This is an optimization exercise on Yosys and OpenROAD, whose aim is small area, not a production implementation.
Only simulation tests tie the RTL to the original design; equivalence was not proved.
Power and IR drop assume default switching activity.

Setup of job 791:
Design router, start of the top module:
module router(input [7:0]data_in,input pkt_valid,clock,resetn,read_enb_0,read_enb_1,read_enb_2, output [7:0]data_out_0,data_out_1,data_out_2,
 	      output vld_out_0,vld_out_1,vld_out_2,err,busy);
Size in the first run: ~1500 cells after synthesis, ~480 flip-flops, ~43 I/O pins, roughly 18000 um2 of cells after synthesis.
Settings: LEC_CHECK=0, CAP_MARGIN=20, CORE_MARGIN=2, CORE_UTILIZATION=85, CTS_BUF_LIST=sky130_fd_sc_hd__clkbuf_8, CTS_CLUSTER_DIAMETER=60, CTS_CLUSTER_SIZE=20, PLACE_DENSITY=0.9, SLEW_MARGIN=20; clock period 5.0 ns.
standard.sh (not shown) runs the stock make flow with config.mk's settings and CLKGATE_MAP_FILE= SYNTH_SCRIPT=/design/flow/synth_recipe.tcl, a recipe that flattens the netlist after the stock synthesis.
==> flow/flow/run.sh <==
#!/bin/bash
# The standard layout, with two changes: the port buffers are buf_1
# instead of the flow's default choice, and CTS adds no dummy loads.
set -uo pipefail
export BUFFER_PORTS_ARGS="-buffer_cell sky130_fd_sc_hd__buf_1"
export CTS_ARGS="-sink_clustering_enable -repair_clock_nets -sink_clustering_size 24 -sink_clustering_max_diameter 40 -buf_list sky130_fd_sc_hd__clkbuf_8 -dont_use_dummy_load"
bash standard.sh > standard.log 2>&1
In summary, job 791 completed successfully, with a layout that passed the timing, DRC and antenna checks.
Input-level comparison between job 7940 and job 791:
==> flow/flow/run.sh <==
#!/bin/bash
# The standard layout, with two changes: the port buffers are buf_1
# instead of the flow's default choice, and CTS adds no dummy loads.
set -uo pipefail
export BUFFER_PORTS_ARGS="-buffer_cell sky130_fd_sc_hd__buf_1"
export CTS_ARGS="-sink_clustering_enable -repair_clock_nets -sink_clustering_size 30 -sink_clustering_max_diameter 40 -buf_list sky130_fd_sc_hd__clkbuf_16 -dont_use_dummy_load"
bash standard.sh > standard.log 2>&1
--- outcome ---
- The maximum cell stage delay along the critical path reported for job 7940 is greater than that of job 791 by 0.06 ns.
- Per the comparison of job 7940 with job 791, total power picked up an extra 0.00099 W; power share of the clock group picked up an extra 8.0 points; total wirelength of the detailed-routed design picked up an extra about 18%.
- Area after detailed placement: job 7940 vs job 791, no meaningful difference
- Worst setup timing slack at the placement stage delta (job 7940 -> job 791): insignificant
Input-level comparison between job 585 and job 7940:
==> flow/flow/run.sh <==
#!/bin/bash
# The standard layout, with two changes: the port buffers are buf_1
# instead of the flow's default choice, and CTS adds no dummy loads.
set -uo pipefail
export BUFFER_PORTS_ARGS="-buffer_cell sky130_fd_sc_hd__buf_1"
export CTS_ARGS="-sink_clustering_enable -repair_clock_nets -sink_clustering_size 20 -sink_clustering_max_diameter 60 -buf_list {sky130_fd_sc_hd__clkbuf_4 sky130_fd_sc_hd__clkbuf_8 sky130_fd_sc_hd__clkbuf_16} -dont_use_dummy_load"
bash standard.sh > standard.log 2>&1
Diff job 7940 -> job 585: number of filler instances in the final layout +104; met2 track demand over resource has decreased.
Job 585 against job 7940: multiplexer share of the synthesized area stayed essentially flat; mean post-synth cell area barely changed; register share of the cell area rose by 0.80 points.
The wire length after detailed routing of job 585 was superior to that of job 7940.
Total power on job 585 is ahead of job 7940.
--- input diff job 585..job 6855 ---
==> flow/flow/run.sh <==
#!/bin/bash
# The standard layout, with two changes: the port buffers are buf_1
# instead of the flow's default choice, and CTS adds no dummy loads.
set -uo pipefail
export BUFFER_PORTS_ARGS="-buffer_cell sky130_fd_sc_hd__buf_1"
export CTS_ARGS="-sink_clustering_enable -repair_clock_nets -sink_clustering_size 22 -sink_clustering_max_diameter 45 -buf_list sky130_fd_sc_hd__clkbuf_8 -dont_use_dummy_load"
bash standard.sh > standard.log 2>&1
### Flow results
Job 6855: no failed stages, no open violations at the end. Job 6855 against job 585; wire length of the first global-routing pass is down by a few percent. Changes observed in job 6855 relative to job 585: total iterations of the first detailed-routing run picked up an extra 1, hold slack neither gained nor lost much. [diff] smallest setup slack after layout, job 6855 relative to job 585: regression. On synthesis-to-layout area growth, the higher figure sits with job 585, not job 6855. Summary: with job 585 as the reference, cell leakage power in job 6855 moved down slightly. | total power | job 6855 vs job 585 | 0.00047 W lower |.

middle:
Another version of the RTL of router (not shown whole).
Size: roughly 480 flip-flops, ~18000 um2 of cells after synthesis.
## router
module router(input [7:0]data_in,input pkt_valid,clock,resetn,read_enb_0,read_enb_1,read_enb_2, output [7:0]data_out_0,data_out_1,data_out_2,
 	      output vld_out_0,vld_out_1,vld_out_2,err,busy);
Settings: LEC_CHECK=0, CAP_MARGIN=20, CORE_MARGIN=2, CORE_UTILIZATION=75, CTS_BUF_LIST=sky130_fd_sc_hd__clkbuf_8, CTS_CLUSTER_DIAMETER=60, CTS_CLUSTER_SIZE=20, PLACE_DENSITY=0.8, SLEW_MARGIN=20; clock period 5.0 ns.
==> flow/flow/run.sh <==
#!/bin/bash
# The standard layout, with two changes: the port buffers are buf_1
# instead of the flow's default choice, and CTS adds no dummy loads.
set -uo pipefail
export BUFFER_PORTS_ARGS="-buffer_cell sky130_fd_sc_hd__buf_1"
export CTS_ARGS="-sink_clustering_enable -repair_clock_nets -sink_clustering_size 20 -sink_clustering_max_diameter 60 -buf_list sky130_fd_sc_hd__clkbuf_8 -dont_use_dummy_load"
bash standard.sh > standard.log 2>&1
Here is what was changed in the inputs of south compared with middle.
Settings: PLACE_DENSITY no longer set, was 0.8; CORE_UTILIZATION now 60, was 75.
south was carried through to the last stage, and its layout satisfied the timing, DRC and antenna checks. Looking only at sequential share of layout area, and setting everything else aside, the higher value of south and middle goes to middle. On number of cells on the worst reg-to-reg path, the lower figure sits with middle, not south. Fraction of power spent switching nets came out higher on south than on middle. Internal power component delta for south relative to middle: about 0.6% higher. In the metrics for south and middle, the one carrying the higher timing-limited maximum frequency is middle. The final reports for south and middle show last weighted congestion value of the routability-driven placer lower in the former. south ended up with FIFO1.last[0] as its source of the critical timing path; middle ended up with FSM.ps[1]. Top routing layer in use: met4 -> middle, met5 -> south. Power: south and middle compared, higher one is south.

## what the ideal ports hide
The results above use ideal ports. As a check the final layouts listed here were re-extracted and re-timed, cells and wires unchanged. Step 1 sets driving cells, clkbuf_16 on the clock port and buf_2 on the other inputs (assumed; they add their load-dependent delay and slew). Step 2 adds t to the input delays and takes it off the output delays; t is the mean of the earliest and latest rising clock arrival at the registers after step 1. Input paths then give back, and output paths get back, about the clock's delay inside the block. a / b / c = ideal / step 1 / step 2; a / b = the first two.
| run | shift t [ns] | setup slack, ns | worst hold slack (ns) |
|---|---|---|---|
| job 791 | 0.605 | 2.156 / 2.143 / 1.538 | 0.459 / 0.459 / 0.459 |
| job 7940 | 0.589 | 1.871 / 1.831 / 1.242 | 0.463 / 0.463 / 0.463 |
| job 585 | 0.602 | 2.125 / 2.113 / 1.511 | 0.458 / 0.458 / 0.458 |
| job 6855 | 0.597 | 2.066 / 2.049 / 1.452 | 0.458 / 0.458 / 0.458 |
| middle | 0.581 | 2.413 / 2.367 / 2.006 | 0.447 / 0.447 / 0.447 |
| south | 0.584 | 2.116 / 2.116 / 2.116 | 0.435 / 0.435 / 0.435 |
After both steps setup and hold are still met in every run listed. For job 7940, which loses most, drivers alone change the setup slack by -0.040 ns; drivers and shift together by -0.629 ns.
